Background: an optimization exercise with open tools, aiming at small area and a short achievable clock period. Do not read the settings as production practice.
The RTL was checked by simulation tests, not by an equivalence proof against the original design.
The flow treats the clock pin as an ideal source. Dropping or thinning the clock tree relies on that and would not hold on a real chip.
No activity file was given, so power comes from the tool's default toggle rates.

==> inputs of 08-15 <==
// PelicanMAC
module PelicanMAC(clk,rst,
             load_iv,
             load_k,
             load_m,
             din,
             dout,
             done);
clock: 3.5 ns
lec_check: 0
cap_margin: 20
core_margin: 2
core_utilization: 40
setup_slack_margin: 1.78
slew_margin: 20
synth_hierarchical: 1
synth_minimum_keep_size: 0
standard.sh (not shown) runs the stock make flow with config.mk's settings and CLKGATE_MAP_FILE= SYNTH_SCRIPT=/design/flow/synth_recipe.tcl, a recipe that flattens the netlist after the stock synthesis.
==> flow/flow/run.sh <==
#!/bin/bash
# ORFS layout through the standard.sh, with
#  - the standard flow's synthesis script, but ABC mapping for area (flow/synth.tcl),
#  - plain buf_1 cells as port buffers (the resizer upsizes where needed),
#  - a hand-built two-level clock tree of inverters (two inversions keep
#    the clock's polarity; flow/cts_hook.tcl) in place of
#    TritonCTS, for a low clock insertion delay.
set -euo pipefail
here=$(cd "$(dirname "$0")" && pwd)
export BUFFER_PORTS_ARGS="-buffer_cell sky130_fd_sc_hd__buf_1"
export PRE_CTS_TCL="$here/cts_hook.tcl"
export MCTS_RLEV=2 MCTS_LLEV=2
export MCTS_ROOT=sky130_fd_sc_hd__inv_4 MCTS_LEAF=sky130_fd_sc_hd__inv_8
bash standard.sh SYNTH_SCRIPT="$here/synth.tcl" > standard.log 2>&1
==> flow/flow/cts_hook.tcl <==
# PRE_CTS hook: build a shallow, balanced clock tree by hand (see mancts.tcl)
# in place of TritonCTS; the rest of ORFS's CTS step (legalisation, timing
# repair) runs as usual.
source [file join [file dirname [info script]] mancts.tcl]
man_cts $::env(MCTS_RLEV) $::env(MCTS_LLEV) $::env(MCTS_ROOT) $::env(MCTS_LEAF)
set_propagated_clock [all_clocks]
rename clock_tree_synthesis ""
proc clock_tree_synthesis {args} {
  puts "clock_tree_synthesis skipped: clock tree built by cts_hook.tcl"
}
# ORFS's CTS step next clones clock inverters next to each register load;
# the hand-built tree is already final.
rename repair_clock_inverters ""
proc repair_clock_inverters {args} {
  puts "repair_clock_inverters skipped: clock tree built by cts_hook.tcl"
}
==> flow/flow/mancts.tcl <==
# Manual clock tree: the flip-flops are split by balanced recursive bisection
# of their placed positions into 2^(rlev+llev) groups; each group gets a leaf
# buffer at its centre, and each 2^llev neighbouring leaves a root buffer
# driven by the clock port (2^rlev roots). With llev 0 the roots drive the
# flip-flops directly. The cells may be buffers or, with two levels,
# inverters (output pin Y), whose two inversions keep the polarity.
proc man_cts {rlev llev rootcell leafcell} {
  set block [ord::get_db_block]
  set db [ord::get_db]
  set clknet [$block findNet clk]
  set sinks {}
  foreach it [$clknet getITerms] {
    lappend sinks $it
  }
  # positions
  set pts {}
  foreach it $sinks {
    set inst [$it getInst]
    set bb [$inst getBBox]
    lappend pts [list [expr {([$bb xMin]+[$bb xMax])/2}] [expr {([$bb yMin]+[$bb yMax])/2}]]
  }
  # balanced recursive bisection: split along the wider spread
  proc bisect {items levels} {
    if {$levels == 0} { return [list $items] }
    set xs {}; set ys {}
    foreach it $items { lappend xs [lindex $it 0]; lappend ys [lindex $it 1] }
    set xs [lsort -integer $xs]; set ys [lsort -integer $ys]
    set ax [expr {([lindex $xs end] - [lindex $xs 0]) >= ([lindex $ys end] - [lindex $ys 0]) ? 0 : 1}]
    set s [lsort -integer -index $ax $items]
    set h [expr {[llength $s] / 2}]
    return [concat [bisect [lrange $s 0 [expr {$h-1}]] [expr {$levels-1}]] [bisect [lrange $s $h end] [expr {$levels-1}]]]
  }
  proc centre {items} {
    set sx 0; set sy 0
    foreach it $items { incr sx [lindex $it 0]; incr sy [lindex $it 1] }
    set n [llength $items]
    return [list [expr {$sx / $n}] [expr {$sy / $n}]]
  }
  set items {}
  set i 0
  foreach p $pts { lappend items [list [lindex $p 0] [lindex $p 1] $i]; incr i }
  set groups [bisect $items [expr {$rlev + $llev}]]
  set lasg [lrepeat [llength $pts] 0]
  set lcs {}
  set g 0
  foreach grp $groups {
    lappend lcs [centre $grp]
    foreach it $grp { lset lasg [lindex $it 2] $g }
    incr g
  }
  set nleaf [expr {$llev > 0 ? [llength $groups] : 0}]
  set nroot [expr {1 << $rlev}]
  set per [expr {1 << $llev}]
  set rcs {}; set rasg {}
  for {set r 0} {$r < $nroot} {incr r} {
    set sub {}
    for {set l [expr {$r*$per}]} {$l < ($r+1)*$per} {incr l} { lappend sub [lindex $lcs $l]; lappend rasg $r }
    lappend rcs [centre $sub]
  }
  set rootm [$db findMaster $rootcell]
  set leafm [$db findMaster $leafcell]
  # root buffers
  set rnets {}
  for {set r 0} {$r < $nroot} {incr r} {
    set inst [odb::dbInst_create $block $rootm "mcts_root_$r"]
    $inst setLocation [lindex $rcs $r 0] [lindex $rcs $r 1]
    $inst setPlacementStatus PLACED
    set net [odb::dbNet_create $block "mcts_rnet_$r"]
    $net setSigType CLOCK
    [$inst findITerm A] connect $clknet
    [$inst findITerm [expr {[$inst findITerm X] ne "NULL" ? "X" : "Y"}]] connect $net
    lappend rnets $net
  }
  set dnets $rnets
  if {$nleaf > 0} {
    set dnets {}
    for {set l 0} {$l < $nleaf} {incr l} {
      set inst [odb::dbInst_create $block $leafm "mcts_leaf_$l"]
      $inst setLocation [lindex $lcs $l 0] [lindex $lcs $l 1]
      $inst setPlacementStatus PLACED
      set net [odb::dbNet_create $block "mcts_lnet_$l"]
      $net setSigType CLOCK
      [$inst findITerm A] connect [lindex $rnets [lindex $rasg $l]]
      [$inst findITerm [expr {[$inst findITerm X] ne "NULL" ? "X" : "Y"}]] connect $net
      lappend dnets $net
    }
  }
  set i 0
  foreach it $sinks {
    $it disconnect
    $it connect [lindex $dnets [lindex $lasg $i]]
    incr i
  }
}
==> flow/flow/synth.tcl <==
# The standard synthesis script (synth_recipe.tcl), except that ABC maps
# the S-box module GS and the key-input module AddRoundKey first with ORFS's
# speed script, then everything else
# with flow/abc_area.script: area-oriented mapping without ABC's own buffering
# and sizing, which the placer's timing repair does instead. Registers,
# flattening and renaming are exactly as in synth_recipe.tcl.
set ::abc_area_script [file join [file dirname [info script]] abc_area.script]
proc synth {args} { yosys synth -nofsm -noshare {*}$args }
proc abc {args} {
  set i [lsearch -exact $args -script]
  if {$i >= 0} {
    yosys abc {*}$args GS
    yosys abc {*}$args AddRoundKey
    lset args [expr {$i + 1}] $::abc_area_script
  }
  yosys abc {*}$args
}
source $::env(SCRIPTS_DIR)/synth.tcl
# left out here: clear keep_hierarchy, flatten, clean up, hide names made inside functions, write 1_2_yosys.v
Other scripts of this flow, unchanged in this note and not shown: flow/flow/abc_area.script
==> inputs of 01-17, as changes to 08-15 <==
==> flow/flow/run.sh (replaced) <==
#!/bin/bash
# ORFS layout through the standard.sh, with
#  - the standard flow's synthesis script, but ABC mapping for area (flow/synth.tcl),
#  - plain buf_1 cells as port buffers (the resizer upsizes where needed),
#  - a hand-built two-level clock tree (flow/cts_hook.tcl) in place of
#    TritonCTS, for a low clock insertion delay.
set -euo pipefail
here=$(cd "$(dirname "$0")" && pwd)
export BUFFER_PORTS_ARGS="-buffer_cell sky130_fd_sc_hd__buf_1"
export PRE_CTS_TCL="$here/cts_hook.tcl"
export MCTS_RLEV=2 MCTS_LLEV=2
export MCTS_ROOT=sky130_fd_sc_hd__clkbuf_16 MCTS_LEAF=sky130_fd_sc_hd__clkbuf_16
bash standard.sh SYNTH_SCRIPT="$here/synth.tcl" > standard.log 2>&1
--- a/flow/flow/cts_hook.tcl
+++ b/flow/flow/cts_hook.tcl
@@ -8,9 +8,3 @@
 proc clock_tree_synthesis {args} {
   puts "clock_tree_synthesis skipped: clock tree built by cts_hook.tcl"
 }
-# ORFS's CTS step next clones clock inverters next to each register load;
-# the hand-built tree is already final.
-rename repair_clock_inverters ""
-proc repair_clock_inverters {args} {
-  puts "repair_clock_inverters skipped: clock tree built by cts_hook.tcl"
-}
--- a/flow/flow/mancts.tcl
+++ b/flow/flow/mancts.tcl
@@ -2,8 +2,7 @@
 # of their placed positions into 2^(rlev+llev) groups; each group gets a leaf
 # buffer at its centre, and each 2^llev neighbouring leaves a root buffer
 # driven by the clock port (2^rlev roots). With llev 0 the roots drive the
-# flip-flops directly. The cells may be buffers or, with two levels,
-# inverters (output pin Y), whose two inversions keep the polarity.
+# flip-flops directly.
 proc man_cts {rlev llev rootcell leafcell} {
   set block [ord::get_db_block]
   set db [ord::get_db]
@@ -68,7 +67,7 @@
     set net [odb::dbNet_create $block "mcts_rnet_$r"]
     $net setSigType CLOCK
     [$inst findITerm A] connect $clknet
-    [$inst findITerm [expr {[$inst findITerm X] ne "NULL" ? "X" : "Y"}]] connect $net
+    [$inst findITerm X] connect $net
     lappend rnets $net
   }
   set dnets $rnets
@@ -81,7 +80,7 @@
       set net [odb::dbNet_create $block "mcts_lnet_$l"]
       $net setSigType CLOCK
       [$inst findITerm A] connect [lindex $rnets [lindex $rasg $l]]
-      [$inst findITerm [expr {[$inst findITerm X] ne "NULL" ? "X" : "Y"}]] connect $net
+      [$inst findITerm X] connect $net
       lappend dnets $net
     }
   }
--- a/flow/config.mk
+++ b/flow/config.mk
@@ -8,7 +8,7 @@
 export CAP_MARGIN = 20
 export CORE_MARGIN = 2
 export CORE_UTILIZATION = 40
-export SETUP_SLACK_MARGIN = 1.78
+export SETUP_SLACK_MARGIN = 1.85
 export SLEW_MARGIN = 20
 export SYNTH_HIERARCHICAL = 1
 export SYNTH_MINIMUM_KEEP_SIZE = 0
==> inputs of 07-26, as changes to 08-15 <==
==> flow/flow/run.sh (replaced) <==
#!/bin/bash
# ORFS layout through the standard.sh, with
#  - the standard flow's synthesis script, but ABC mapping for area (flow/synth.tcl),
#  - plain buf_1 cells as port buffers (the resizer upsizes where needed),
#  - a hand-built two-level clock tree (flow/cts_hook.tcl) in place of
#    TritonCTS, for a low clock insertion delay.
set -euo pipefail
here=$(cd "$(dirname "$0")" && pwd)
export BUFFER_PORTS_ARGS="-buffer_cell sky130_fd_sc_hd__buf_1"
export PRE_CTS_TCL="$here/cts_hook.tcl"
export MCTS_RLEV=2 MCTS_LLEV=2
export MCTS_ROOT=sky130_fd_sc_hd__clkbuf_16 MCTS_LEAF=sky130_fd_sc_hd__clkbuf_16
bash standard.sh SYNTH_SCRIPT="$here/synth.tcl" > standard.log 2>&1
--- a/flow/flow/cts_hook.tcl
+++ b/flow/flow/cts_hook.tcl
@@ -8,9 +8,3 @@
 proc clock_tree_synthesis {args} {
   puts "clock_tree_synthesis skipped: clock tree built by cts_hook.tcl"
 }
-# ORFS's CTS step next clones clock inverters next to each register load;
-# the hand-built tree is already final.
-rename repair_clock_inverters ""
-proc repair_clock_inverters {args} {
-  puts "repair_clock_inverters skipped: clock tree built by cts_hook.tcl"
-}
--- a/flow/flow/mancts.tcl
+++ b/flow/flow/mancts.tcl
@@ -2,8 +2,7 @@
 # of their placed positions into 2^(rlev+llev) groups; each group gets a leaf
 # buffer at its centre, and each 2^llev neighbouring leaves a root buffer
 # driven by the clock port (2^rlev roots). With llev 0 the roots drive the
-# flip-flops directly. The cells may be buffers or, with two levels,
-# inverters (output pin Y), whose two inversions keep the polarity.
+# flip-flops directly.
 proc man_cts {rlev llev rootcell leafcell} {
   set block [ord::get_db_block]
   set db [ord::get_db]
@@ -68,7 +67,7 @@
     set net [odb::dbNet_create $block "mcts_rnet_$r"]
     $net setSigType CLOCK
     [$inst findITerm A] connect $clknet
-    [$inst findITerm [expr {[$inst findITerm X] ne "NULL" ? "X" : "Y"}]] connect $net
+    [$inst findITerm X] connect $net
     lappend rnets $net
   }
   set dnets $rnets
@@ -81,7 +80,7 @@
       set net [odb::dbNet_create $block "mcts_lnet_$l"]
       $net setSigType CLOCK
       [$inst findITerm A] connect [lindex $rnets [lindex $rasg $l]]
-      [$inst findITerm [expr {[$inst findITerm X] ne "NULL" ? "X" : "Y"}]] connect $net
+      [$inst findITerm X] connect $net
       lappend dnets $net
     }
   }
==> flow/flow/synth.tcl (replaced) <==
# The standard synthesis script (synth_recipe.tcl), except that ABC maps
# with flow/abc_area.script: area-oriented mapping without ABC's own
# buffering and sizing, which the placer's timing repair does instead.
# Registers, flattening and renaming are exactly as in synth_recipe.tcl.
set ::abc_area_script [file join [file dirname [info script]] abc_area.script]
proc synth {args} { yosys synth -nofsm -noshare {*}$args }
proc abc {args} {
  set i [lsearch -exact $args -script]
  if {$i >= 0} { lset args [expr {$i + 1}] $::abc_area_script }
  yosys abc {*}$args
}
source $::env(SCRIPTS_DIR)/synth.tcl
# left out here: clear keep_hierarchy, flatten, clean up, hide names made inside functions, write 1_2_yosys.v
--- a/flow/config.mk
+++ b/flow/config.mk
@@ -8,7 +8,7 @@
 export CAP_MARGIN = 20
 export CORE_MARGIN = 2
 export CORE_UTILIZATION = 40
-export SETUP_SLACK_MARGIN = 1.78
+export SETUP_SLACK_MARGIN = 2.0
 export SLEW_MARGIN = 20
 export SYNTH_HIERARCHICAL = 1
 export SYNTH_MINIMUM_KEEP_SIZE = 0
==> results.txt <==
                                                                07-26       08-15        01-17
Area share of the largest cell type after synthesis            38.79%      37.13%       37.13%
Post-synth net total                                            1,620       1,716        1,716
Non-clk invs                                                       79          35           15
Status                                       timing/DRC/antenna clean  timing/DRC/antenna clean  timing/DRC/antenna clean
Routed length per placed instance                            25.64 um    24.88 um     24.93 um
Placed wire-length estimate after detailed placement         34.77 mm    34.59 mm     34.27 mm
Setup slack after placement                                 0.5647 ns    1.135 ns     1.131 ns
Final min period                                             2.494 ns    1.705 ns     1.631 ns
Worst Skew                                                 0.01216 ns  0.01852 ns   0.01568 ns
Fraction of the mapped netlist area in simple logic gates      4.998%      6.660%       6.660%
Combinational fraction of design power                          57.3%       28.7%        26.9%
Tap Count                                                         461         468          468
Count leader, synth                                           dfxtp_1       buf_4        buf_4
CP endpoint kind                                                 flop        flop  output port
Fill cell instance count of the final layout                    2,735       3,682        3,590
Launch instance of the worst min-delay path                    k[125]       k[61]       k[117]
Row count                                                          69          70           70
Slowest CP cell                                               dfxtp_4       or2_4      dfxtp_2
Total met3 wirelength after detailed routing                 5.733 mm    3.613 mm     3.911 mm
Synth Area per Inst                                        9.613 um^2  9.435 um^2   9.435 um^2
No run of this note takes its clock network from TritonCTS; it comes from the design's own scripts or RTL.

what the ideal ports hide:
Ports are ideal in the flow. The routed layouts listed here were re-timed in OpenROAD. Step 1: set_driving_cell puts a clkbuf_16 on clk and a buf_2 on each other input, an assumption about the parent block. Step 2 adds t to the input delays and takes it off the output delays; t is the mean of the earliest and latest rising clock arrival at the registers after step 1. Input paths then give back, and output paths get back, about the clock's delay inside the block. a / b / c = no drivers / after step 1 / after step 2; a / b = the first two.
run | t (ns) | setup slack, ns | worst setup path after step 2 | cell pins on the clock port's net
08-15 | 0.328 | 1.795 / 1.686 / 1.552 | input to register | 4
01-17 | 0.412 | 1.869 / 1.759 / 1.538 | input to register | 4
07-26 | 0.419 | 1.006 / 1.006 / 1.006 | register to register | 4
After both steps every run listed still meets setup and hold. The setup slack of 01-17, which loses most, moves by -0.110 ns with the drivers and by -0.331 ns with both steps.
